This design comes from an exercise in tuning for small area and a short achievable clock period on the open sky130 flow, not from production work. Where RTL was checked, it was by simulation tests only, not by an equivalence proof against the original. Power figures rest on the tool's default switching activity, not on a simulated workload.

Setup of ember:
## BLOCK_ULA_OPS
module BLOCK_ULA_OPS #(
    parameter DATA_WIDTH = 8,
    parameter ADDR_WIDTH = 12,
    parameter ULA_WIDTH = 24
    ) (
        input clk,
        input [(ADDR_WIDTH-1):0] MUX_REG1_IN,                    
        input [(DATA_WIDTH-1):0] REG1_IN,
        input [(DATA_WIDTH-1):0] MUX_REG2_IN_0,  
        input [(ADDR_WIDTH-1):0] MUX_REG2_IN_1,  
        input [(ADDR_WIDTH-1):0] MUX_REG2_IN_2,  
        input [(DATA_WIDTH-1):0] REG2_IN,
        output wire [(ULA_WIDTH-1):0] ULA_OUT,
        output reg REG_COMP_OUT,
        output reg REG_OVERFLOW_OUT,
        input [1:0] SEL_MUX1,
        input [1:0] SEL_MUX2,
        input CTRL_REG_OP1, CTRL_REG_OP2,
        input CTRL_REG_OVERFLOW, CTRL_REG_COMP,
        input [3:0] SEL_ULA
    );
For scale: about 18 flip-flops, roughly 99 I/O pins, roughly 0.0058 mm² of cells after synthesis.
Settings: LEC_CHECK=0, CAP_MARGIN=20, CORE_MARGIN=2, CORE_UTILIZATION=65, PLACE_DENSITY=0.75, SETUP_SLACK_MARGIN=1.8, SLEW_MARGIN=20, SYNTH_HIERARCHICAL=1; clock period 11.0 ns.
standard.sh (not shown) runs the stock make flow with config.mk's settings and CLKGATE_MAP_FILE= SYNTH_SCRIPT=/design/flow/synth_recipe.tcl, a recipe that flattens the netlist after the stock synthesis.
==> flow/flow/run.sh <==
#!/bin/bash
# The standard layout, with the port buffers that buffer_ports inserts made
# sky130_fd_sc_hd__buf_1 instead of the cell it picks on its own.
set -euo pipefail
bash standard.sh BUFFER_PORTS_ARGS="-buffer_cell sky130_fd_sc_hd__buf_1" finish > standard_make.log 2>&1
ember: full flow OK, the timing, design-rule and antenna checks passed
The inputs of violet differ from those of ember as listed below.
- a change of SETUP_SLACK_MARGIN from 1.8 to 0.9
[summary]
The met1 capacity usage during global routing in violet sits 1.3 points below the value recorded for ember. Re global routing usage on met2: ember was higher than violet. Worst-case setup margin in the final layout delta for violet relative to ember: 0.36 ns lower. Taking ember as the reference, in violet leftover overflow at the end of global routing held steady; number of fill cells in the layout grew by 217; count of sequential standard cells held steady; total power after layout shrank by about 20%. Summary of violet over ember: overall routed net length decreased about 23%, worst relative slew slack increased 10 points. ember → violet: post-route clock period utilization increased by 3.3 points relative to the old numbers; number of top-level pins closely matched the old numbers.
diff inputs: violet => lagoon
- CORE_UTILIZATION: 65 -> 45
- PLACE_DENSITY: 0.75 -> 0.65
### Flow results
Comparing share of cells above drive strength 1 for violet and lagoon, the bigger number came from violet. lagoon against violet: via density per instance down about 9%, global-route usage dropped 10 points. lagoon against violet: power consumed by the clock network went up by about 50%; worst slew slack as a fraction of its limit went down. Diff violet -> lagoon | number of tapcells | up by more than half. Count of TritonRoute iterations in the first routing pass (higher): violet. Against violet as the reference, lagoon delivers a lower switching part of the total. lagoon ends up with higher slack of the critical path than violet does. Note that the floorplan row count recorded for lagoon amounts to 1.2 times the value seen in violet.

========
BLOCK_ULA_OPS, a different RTL version from the one above (not shown whole).
Size: about 700 cells after synthesis, about 18 flip-flops, about 99 I/O pins.
Design BLOCK_ULA_OPS, start of the top module:
module BLOCK_ULA_OPS #(
    parameter DATA_WIDTH = 8,
    parameter ADDR_WIDTH = 12,
    parameter ULA_WIDTH = 24
    ) (
        input clk,
        input [(ADDR_WIDTH-1):0] MUX_REG1_IN,                    
        input [(DATA_WIDTH-1):0] REG1_IN,
        input [(DATA_WIDTH-1):0] MUX_REG2_IN_0,  
        input [(ADDR_WIDTH-1):0] MUX_REG2_IN_1,  
        input [(ADDR_WIDTH-1):0] MUX_REG2_IN_2,  
        input [(DATA_WIDTH-1):0] REG2_IN,
        output wire [(ULA_WIDTH-1):0] ULA_OUT,
        output reg REG_COMP_OUT,
        output reg REG_OVERFLOW_OUT,
        input [1:0] SEL_MUX1,
        input [1:0] SEL_MUX2,
        input CTRL_REG_OP1, CTRL_REG_OP2,
        input CTRL_REG_OVERFLOW, CTRL_REG_COMP,
        input [3:0] SEL_ULA
    );
clock: 11.0 ns
lec_check: 0
cap_margin: 20
core_margin: 2
core_utilization: 40
slew_margin: 20
synth_hierarchical: 1
Scripts as last shown in full above: flow/flow/run.sh
The starting point went through all stages and came out clean.
Then changed:
Settings changed: GPL_TIMING_DRIVEN from default to 0.
Result: Non-clock buffer count increases by 2; cell area decreases slightly; worst setup slack loses 0.12 ns; final cell count hardly moves; count of clock-buffer cells in the layout does not change; clock skew stays flat; first-iteration DRC count increases by a few percent; wire length increases slightly; core utilization decreases by 0.28 points; sequential share of layout area is about the same; total power increases by a few percent.
Then changed:
Settings changed: GPL_TIMING_DRIVEN 0 to default, SETUP_SLACK_MARGIN from default to 1.0.
Power rises by 21%.
Via count rises by 6.2%.
Worst setup slack improved by 0.74 ns.
Routed wire length rises by about 8%.
Sequential share of layout area falls by 0.90 points.
Cell count rises by 5.2%.
Global-route usage rises by 0.89 points.
Maximum frequency rises by 7.4%.
Then changed:
Settings changed: CORE_UTILIZATION 40 to 65, PLACE_DENSITY from default to 0.75, SETUP_SLACK_MARGIN 1.0 to default.
The changed run completed without violations.
Utilization climbs by 21 points.
Non-clock buffer count drops by 61.
First-iteration DRC count drops by about a fifth.
Synthesized cell count stays the same.
Routed wire length drops by a little under a tenth.
Maximum frequency drops by a few percent.
Cell area drops by about a fifth.
No run of this note included a check of the RTL's function; only the layout flow was run.

========
Another version of the RTL of BLOCK_ULA_OPS (not shown whole).
Size in the first run: about 630 cells after synthesis, ~18 flip-flops.
==> flow/config.mk <==
export PLATFORM = sky130hd
export DESIGN_NAME = BLOCK_ULA_OPS
export DESIGN_NICKNAME = BLOCK_ULA_OPS
export VERILOG_FILES = /design/flow/design.v
export SDC_FILE = /design/flow/constraint.sdc
export NUM_CORES = 4
export LEC_CHECK = 0
export CAP_MARGIN = 20
export CORE_MARGIN = 2
export CORE_UTILIZATION = 75
export PLACE_DENSITY = 0.85
export SLEW_MARGIN = 20
export SYNTH_HIERARCHICAL = 1
==> flow/constraint.sdc <==
create_clock -name core_clock -period 11.0 [get_ports {clk}]
set_input_delay 2.2000 -clock core_clock [delete_from_list [all_inputs] [get_ports {clk}]]
set_output_delay 2.2000 -clock core_clock [all_outputs]
set_load 0.01 [all_outputs]
Scripts as last shown in full above: flow/flow/run.sh
Change:
--- a/flow/config.mk
+++ b/flow/config.mk
@@ -10,2 +10,2 @@
-export CORE_UTILIZATION = 75
-export PLACE_DENSITY = 0.85
+export CORE_UTILIZATION = 65
+export PLACE_DENSITY = 0.75
The new run completed with no timing, DRC or antenna violations; die area goes up by 15%; sequential power stays flat; power shrinks by 4.3%.

========
## 01-13
BLOCK_ULA_OPS again, from the RTL that the note above started with.
export LEC_CHECK = 0
export CAP_MARGIN = 20
export CORE_MARGIN = 2
export CORE_UTILIZATION = 65
export PLACE_DENSITY = 0.75
export SLEW_MARGIN = 20
export SYNTH_HIERARCHICAL = 1
create_clock -name core_clock -period 11.0 [get_ports {clk}]
==> flow/flow/run.sh <==
#!/bin/bash
# The standard layout, with the port buffers that buffer_ports inserts made
# sky130_fd_sc_hd__buf_2 instead of the cell it picks on its own.
set -euo pipefail
bash standard.sh BUFFER_PORTS_ARGS="-buffer_cell sky130_fd_sc_hd__buf_2" finish > standard_make.log 2>&1
01-13 ended with every stage complete and zero timing, DRC or antenna violations.
Here is what was changed in the inputs of 05-12 compared with 01-13.
- setting CTS_BUF_LIST to sky130_fd_sc_hd__clkbuf_4 for the first time
- setting CTS_CLUSTER_SIZE to 30 for the first time
==> flow/flow/run.sh <==
#!/bin/bash
# The standard layout, with the port buffers that buffer_ports inserts made
# sky130_fd_sc_hd__buf_1 instead of the cell it picks on its own.
set -euo pipefail
bash standard.sh BUFFER_PORTS_ARGS="-buffer_cell sky130_fd_sc_hd__buf_1" finish > standard_make.log 2>&1
==> comparison <==
Combinational power share was higher in 05-12 than in 01-13. Compared with 01-13, in 05-12 global-route usage fell by 0.85 points; fraction of standard cell area in multi-input logic grew by 0.70 points; total length of routed met3 wires rose 220 um.

========
Setup of cedar:
RTL: one of the versions met above, not the one the previous note started from.
Size: ~670 cells after synthesis, roughly 5800 um2 of cells after synthesis.
Settings: LEC_CHECK=0, CAP_MARGIN=20, CORE_MARGIN=2, CORE_UTILIZATION=55, PLACE_DENSITY=0.7, SETUP_SLACK_MARGIN=1.0, SLEW_MARGIN=20, SYNTH_HIERARCHICAL=1; clock period 11.0 ns.
==> flow/flow/run.sh <==
#!/bin/bash
# The standard layout, with the port buffers that buffer_ports inserts made
# sky130_fd_sc_hd__buf_1 instead of the cell it picks on its own.
set -euo pipefail
bash standard.sh BUFFER_PORTS_ARGS="-buffer_cell sky130_fd_sc_hd__buf_1" finish > standard_make.log 2>&1
Input-level comparison between indigo and cedar:
- a change of PLACE_DENSITY from 0.7 to 0.75
- a change of CORE_UTILIZATION from 55 to 65
- a change of SETUP_SLACK_MARGIN from 1.0 to 0.7
indigo finished end to end and its layout was clean on timing, DRC and antenna.
| full die area | higher: cedar |
cedar was routed with fewer vias than indigo.
Higher height of the die was reported by cedar, not indigo.
On power, indigo tracks cedar almost exactly.
Net count of the finished layout went down slightly going from cedar to indigo.
indigo vs cedar: non-filler instance count after layout down by a few percent
The inputs of xenon differ from those of indigo as listed below.
- a deleted SETUP_SLACK_MARGIN that had been 0.7
## What came out
| global-route usage | xenon vs indigo | ≈ equal |. On maximum frequency, xenon does worse than indigo. | share of the cycle needed by the critical path after routing | xenon vs indigo | 3.7 points higher |. xenon — met1 wire length about 1.8% lower, indigo as reference. The standard cells in xenon occupy less silicon area than those in indigo do. Share of post-route cells with drive strength above 1, indigo and xenon: smaller value in xenon. Relative to indigo, leakage power figure has gone down in xenon. When the final numbers for indigo and xenon were put side by side, the count of routing violations after the opening detailed-route iteration turned out to be smaller in xenon. indigo vs xenon, cell with the biggest individual delay on the critical path: sky130_fd_sc_hd__fa_1 vs sky130_fd_sc_hd__o21ai_0.
--- input diff xenon..fjord ---
- SETUP_SLACK_MARGIN now 0.9, previously not set
- CORE_UTILIZATION now 55, was 65
- GPL_TIMING_DRIVEN now 0, previously not set
- PLACE_DENSITY now 0.7, was 0.75
Number of nets in the finished design (higher): fjord
Register share of the cell area ends up higher on xenon.
Compared with xenon, in fjord routed wire length rose by 610 um; cell count has increased; non-clock buffer count picked up an extra 25%; setup slack after layout shows an increase of 0.49 ns.
Input-level comparison between willow and fjord:
- clearing GPL_TIMING_DRIVEN, which used to be 0
- swapping 55 for 65 in CORE_UTILIZATION
- swapping 0.7 for 0.75 in PLACE_DENSITY
- swapping 0.9 for 0.8 in SETUP_SLACK_MARGIN
--- outcome ---
- Final wirelength shrinks by a few percent when moving from fjord to willow.
- The run showing the greater overall global routing resource usage is willow.
- Design area in willow is 3.7% lower than in fjord
- willow completed every stage of the flow, and the final layout passed the timing, design-rule and antenna checks.
- Measured against each other, willow and fjord differ in fraction of area in registers, the higher figure coming from willow.
- Between willow and fjord, the slew at the pin closest to its max-slew limit is lower for willow.
- From fjord to willow the numbers moved as follows: die span in y shrank by about 8%; fraction of the core area covered by cells at the end of the flow grew by 9.1 points; worst hold slack grew by 0.030 ns.

========
Another version of the RTL of BLOCK_ULA_OPS (not shown whole).
Size: ~630 cells after synthesis, ~18 flip-flops, ~5700 um2 of cells after synthesis.
Settings: LEC_CHECK=0, CAP_MARGIN=20, CORE_MARGIN=2, CORE_UTILIZATION=65, PLACE_DENSITY=0.75, SETUP_SLACK_MARGIN=0.9, SLEW_MARGIN=20, SYNTH_HIERARCHICAL=1; clock period 11.0 ns.
Scripts as last shown in full above: flow/flow/run.sh
The first run finished with timing, DRC and antenna clean.
Change:
- SETUP_SLACK_MARGIN: 0.9 -> not set
What happened:
- worst setup slack gets worse by 0.51 ns
- design area went down by 4.6%
- wire length went down by 3.4%
- worst hold slack gets worse by 0.010 ns
- via count went down by about 2%
Function was not checked in any run of this note: the RTL went through the layout flow alone.

========
BLOCK_ULA_OPS with an RTL version that a note above also has.
For scale: ~670 cells after synthesis.
// BLOCK_ULA_OPS
module BLOCK_ULA_OPS #(
    parameter DATA_WIDTH = 8,
    parameter ADDR_WIDTH = 12,
    parameter ULA_WIDTH = 24
    ) (
        input clk,
        input [(ADDR_WIDTH-1):0] MUX_REG1_IN,                    
        input [(DATA_WIDTH-1):0] REG1_IN,
        input [(DATA_WIDTH-1):0] MUX_REG2_IN_0,  
        input [(ADDR_WIDTH-1):0] MUX_REG2_IN_1,  
        input [(ADDR_WIDTH-1):0] MUX_REG2_IN_2,  
        input [(DATA_WIDTH-1):0] REG2_IN,
        output wire [(ULA_WIDTH-1):0] ULA_OUT,
        output reg REG_COMP_OUT,
        output reg REG_OVERFLOW_OUT,
        input [1:0] SEL_MUX1,
        input [1:0] SEL_MUX2,
        input CTRL_REG_OP1, CTRL_REG_OP2,
        input CTRL_REG_OVERFLOW, CTRL_REG_COMP,
        input [3:0] SEL_ULA
    );
export LEC_CHECK = 0
export CAP_MARGIN = 20
export CORE_MARGIN = 2
export CORE_UTILIZATION = 65
export PLACE_DENSITY = 0.75
export SETUP_SLACK_MARGIN = 1.0
export SLEW_MARGIN = 20
export SYNTH_HIERARCHICAL = 1
create_clock -name core_clock -period 11.0 [get_ports {clk}]
Scripts as last shown in full above: flow/flow/run.sh
Edit:
- SETUP_SLACK_MARGIN: 1.0 -> 1.2
- total power increases by a few percent
- sequential power went up slightly
- clock-buffer cell count is unchanged
- setup slack gets better by 130 ps
- non-clock buffer count grows by 43
- final area rises by a little under a tenth
Edit:
- SETUP_SLACK_MARGIN: 1.2 -> 0.5
Outcome: The new run passed the timing, design-rule and antenna checks. Setup slack loses 580 ps. Design area drops by about 9%. Die area stays the same. Combinational power decreases by about 8%. Hold slack is better by 4.1 ps. Routed wire length drops by 11%. Cell count falls by 5.6%. Critical path depth drops by 2.
Edit:
- GPL_TIMING_DRIVEN: unset -> 0
- SETUP_SLACK_MARGIN: 0.5 -> unset
After rerunning: Worst hold slack loses 15 ps; count of clock-buffer cells in the layout is unchanged; worst setup slack loses 420 ps; power barely changes.
Edit:
- CORE_UTILIZATION: 65 -> 55
- GPL_TIMING_DRIVEN: 0 -> unset
- PLACE_DENSITY: 0.75 -> 0.7
- SETUP_SLACK_MARGIN: unset -> 0.9
Result: The new run passed the timing, design-rule and antenna checks; power came out lower by 0.36%; sequential share of layout area came out lower by 0.18 points; worst setup slack gets better by 880 ps; clock power came out lower by 7.0%; routed wire length came out lower by 0.37%; fmax came out higher by 9.0%; final cell count came out higher by 1.4%; final area came out higher by 2.2%.
Edit:
==> flow/flow/run.sh (replaced) <==
#!/bin/bash
# The standard layout, with the port buffers that buffer_ports inserts made
# sky130_fd_sc_hd__buf_2 instead of the cell it picks on its own.
set -euo pipefail
bash standard.sh BUFFER_PORTS_ARGS="-buffer_cell sky130_fd_sc_hd__buf_2" finish > standard_make.log 2>&1
- CORE_UTILIZATION: 55 -> 65
- PLACE_DENSITY: 0.7 -> 0.75
The changed run completed without violations.
Wire length barely changes.
Power increases by 2.7%.
Cell area stays flat.
Sequential power hardly moves.
Synthesized cell count is unchanged.
Final cell count fell by 4.4%.
Clock skew hardly moves.
Utilization rose by 12 points.

========
run A:
Another version of the RTL of BLOCK_ULA_OPS (not shown whole).
Size: ~99 I/O pins, ~0.0067 mm² of cells after synthesis.
==> flow/config.mk <==
export PLATFORM = sky130hd
export DESIGN_NAME = BLOCK_ULA_OPS
export DESIGN_NICKNAME = BLOCK_ULA_OPS
export VERILOG_FILES = /design/flow/design.v
export SDC_FILE = /design/flow/constraint.sdc
export NUM_CORES = 4
export LEC_CHECK = 0
export CAP_MARGIN = 20
export CORE_MARGIN = 2
export CORE_UTILIZATION = 40
export SLEW_MARGIN = 20
export SYNTH_HIERARCHICAL = 1
==> flow/constraint.sdc <==
create_clock -name core_clock -period 11.0 [get_ports {clk}]
set_input_delay 2.2000 -clock core_clock [delete_from_list [all_inputs] [get_ports {clk}]]
set_output_delay 2.2000 -clock core_clock [all_outputs]
set_load 0.01 [all_outputs]
==> flow/flow/run.sh <==
#!/bin/bash
# The standard layout, with the port buffers that buffer_ports inserts made
# sky130_fd_sc_hd__buf_2 instead of the cell it picks on its own.
set -euo pipefail
bash standard.sh BUFFER_PORTS_ARGS="-buffer_cell sky130_fd_sc_hd__buf_2" finish > standard_make.log 2>&1
## Diff of input files: run B against run A
==> flow/run.sh (new file) <==
#!/bin/bash
# synth_recipe.tcl (not shown) runs the flow's synth.tcl, then flattens the netlist and writes it again
# the make line also repeats each setting of config.mk as NAME=value (left out here)
make -C /OpenROAD-flow-scripts/flow DESIGN_CONFIG=/design/flow/config.mk WORK_HOME=/design/flow/orfs CLKGATE_MAP_FILE= SYNTH_SCRIPT=/design/flow/synth_recipe.tcl finish
removed: flow/flow/run.sh
removed: flow/standard.sh
## What came out
Run B: all stages complete, timing, DRC and antenna checks passed. Setup slack (higher): run A. Run B vs. run A: number of placed instances with taps included now sits higher, routed wire length went up, global-route wire length before repair +4.3%. When run B is set beside run A, its largest stage delay on the critical path turns out to be 30 ps smaller. Changes observed in run B relative to run A: post-route worst hold slack dropped 240 ps; fraction of area in non-clock buffers climbed 7.4 points; utilization climbed 4.8 points. Taking run A as the reference, in run B buffer count excluding the clock tree in the final layout up about 18%; combinational power share rose 1.5 points.
What run C does differently from run B at the input level:
==> flow/flow/run.sh (new file) <==
#!/bin/bash
# The standard layout, with the port buffers that buffer_ports inserts made
# sky130_fd_sc_hd__buf_1 instead of the cell it picks on its own.
set -euo pipefail
bash standard.sh BUFFER_PORTS_ARGS="-buffer_cell sky130_fd_sc_hd__buf_1" finish > standard_make.log 2>&1
==> flow/standard.sh (new file) <==
#!/bin/bash
# synth_recipe.tcl (not shown) runs the flow's synth.tcl, then flattens the netlist and writes it again
# the make line also repeats each setting of config.mk as NAME=value (left out here)
make -C /OpenROAD-flow-scripts/flow DESIGN_CONFIG=/design/flow/config.mk WORK_HOME=/design/flow/orfs CLKGATE_MAP_FILE= SYNTH_SCRIPT=/design/flow/synth_recipe.tcl "${@:-finish}"
removed: flow/run.sh
Results
The worst setup slack of run C exceeds that of run B by 110 ps. For run C, the cell with the largest stage delay on the worst path was sky130_fd_sc_hd__a2111oi_2, unlike run B, where it was sky130_fd_sc_hd__clkdlybuf4s50_1. Ratio of total power to cell area ended up 4.9% lower on run C than on run B. Number of gates on the worst path with buffers counted: run C lower than run B. NOTE final standard cell area without fillers run B->run C decreased by more than 10%. Run C vs run B — cell-internal power dropped about 24%. Of run B and run C, run C shows the lower overall fraction of global-route tracks in use, with run B above it.
No functional check of the RTL was part of any run of this note.

[port drivers added, routing unchanged]
The flow's constraints put no driver on any port. The routed layouts listed below were extracted and timed again, unchanged, in two steps. Step 1: set_driving_cell puts a clkbuf_16 on clk and a buf_2 on each other input, an assumption about the parent block. Step 2, shift: input delay + t, output delay - t, t = (earliest + latest rising clock arrival at the registers) / 2. This alone moves slack from input paths to output paths. a / b / c = ideal / step 1 / step 2; a / b = the first two.
run | t, ns | slack for setup (ns) | slew at the worst register clock pin (ns) | worst slew at a driven data input, ns
ember | 0.287 | 1.511 / 1.444 / 1.444 | 0.07 / 0.07 | 0.08
violet | 0.279 | 1.148 / 1.121 / 1.121 | 0.07 / 0.07 | 0.04
lagoon | 0.271 | 1.223 / 1.197 / 1.197 | 0.05 / 0.05 | 0.04
the first run of note 2 | 0.278 | 0.368 / 0.348 / 0.348 | 0.05 / 0.05 | 0.04
the second run of note 2 | 0.292 | 0.244 / 0.203 / 0.203 | 0.05 / 0.05 | 0.04
the third run of note 2 | 0.277 | 0.988 / 0.925 / 0.925 | 0.06 / 0.06 | 0.06
the fourth run of note 2 | 0.276 | 0.283 / 0.255 / 0.255 | 0.07 / 0.07 | 0.04
the first run of note 3 | 0.286 | 0.340 / 0.319 / 0.319 | 0.07 / 0.07 | 0.06
the second run of note 3 | 0.276 | 0.493 / 0.471 / 0.471 | 0.07 / 0.07 | 0.04
01-13 | 0.268 | 0.477 / 0.457 / 0.457 | 0.06 / 0.06 | 0.04
05-12 | 0.309 | 0.457 / 0.435 / 0.435 | 0.10 / 0.10 | 0.04
cedar | 0.264 | 1.229 / 1.203 / 1.203 | 0.06 / 0.06 | 0.04
indigo | 0.278 | 0.972 / 0.951 / 0.951 | 0.07 / 0.07 | 0.04
xenon | 0.278 | 0.564 / 0.542 / 0.542 | 0.07 / 0.07 | 0.04
fjord | 0.270 | 1.054 / 1.033 / 1.033 | 0.07 / 0.07 | 0.04
willow | 0.278 | 1.049 / 1.011 / 1.011 | 0.07 / 0.07 | 0.04
the first run of note 6 | 0.282 | 1.018 / 0.997 / 0.997 | 0.07 / 0.07 | 0.04
the second run of note 6 | 0.280 | 0.506 / 0.484 / 0.484 | 0.07 / 0.07 | 0.04
the first run of note 7 | 0.279 | 1.194 / 1.169 / 1.169 | 0.07 / 0.07 | 0.04
the second run of note 7 | 0.281 | 1.325 / 1.299 / 1.299 | 0.08 / 0.08 | 0.04
the third run of note 7 | 0.277 | 0.744 / 0.716 / 0.716 | 0.07 / 0.07 | 0.04
the fourth run of note 7 | 0.270 | 0.322 / 0.298 / 0.298 | 0.07 / 0.07 | 0.04
the fifth run of note 7 | 0.264 | 1.201 / 1.175 / 1.175 | 0.06 / 0.06 | 0.04
the sixth run of note 7 | 0.272 | 1.149 / 1.130 / 1.130 | 0.07 / 0.07 | 0.05
run A | 0.275 | 0.563 / 0.543 / 0.543 | 0.05 / 0.05 | 0.04
run B | 0.283 | 0.296 / 0.270 / 0.270 | 0.06 / 0.06 | 0.05
run C | 0.277 | 0.410 / 0.380 / 0.380 | 0.05 / 0.05 | 0.04
After both steps every run listed still meets setup and hold. For ember, which loses most, drivers alone change the setup slack by -0.067 ns; drivers and shift together by -0.067 ns.
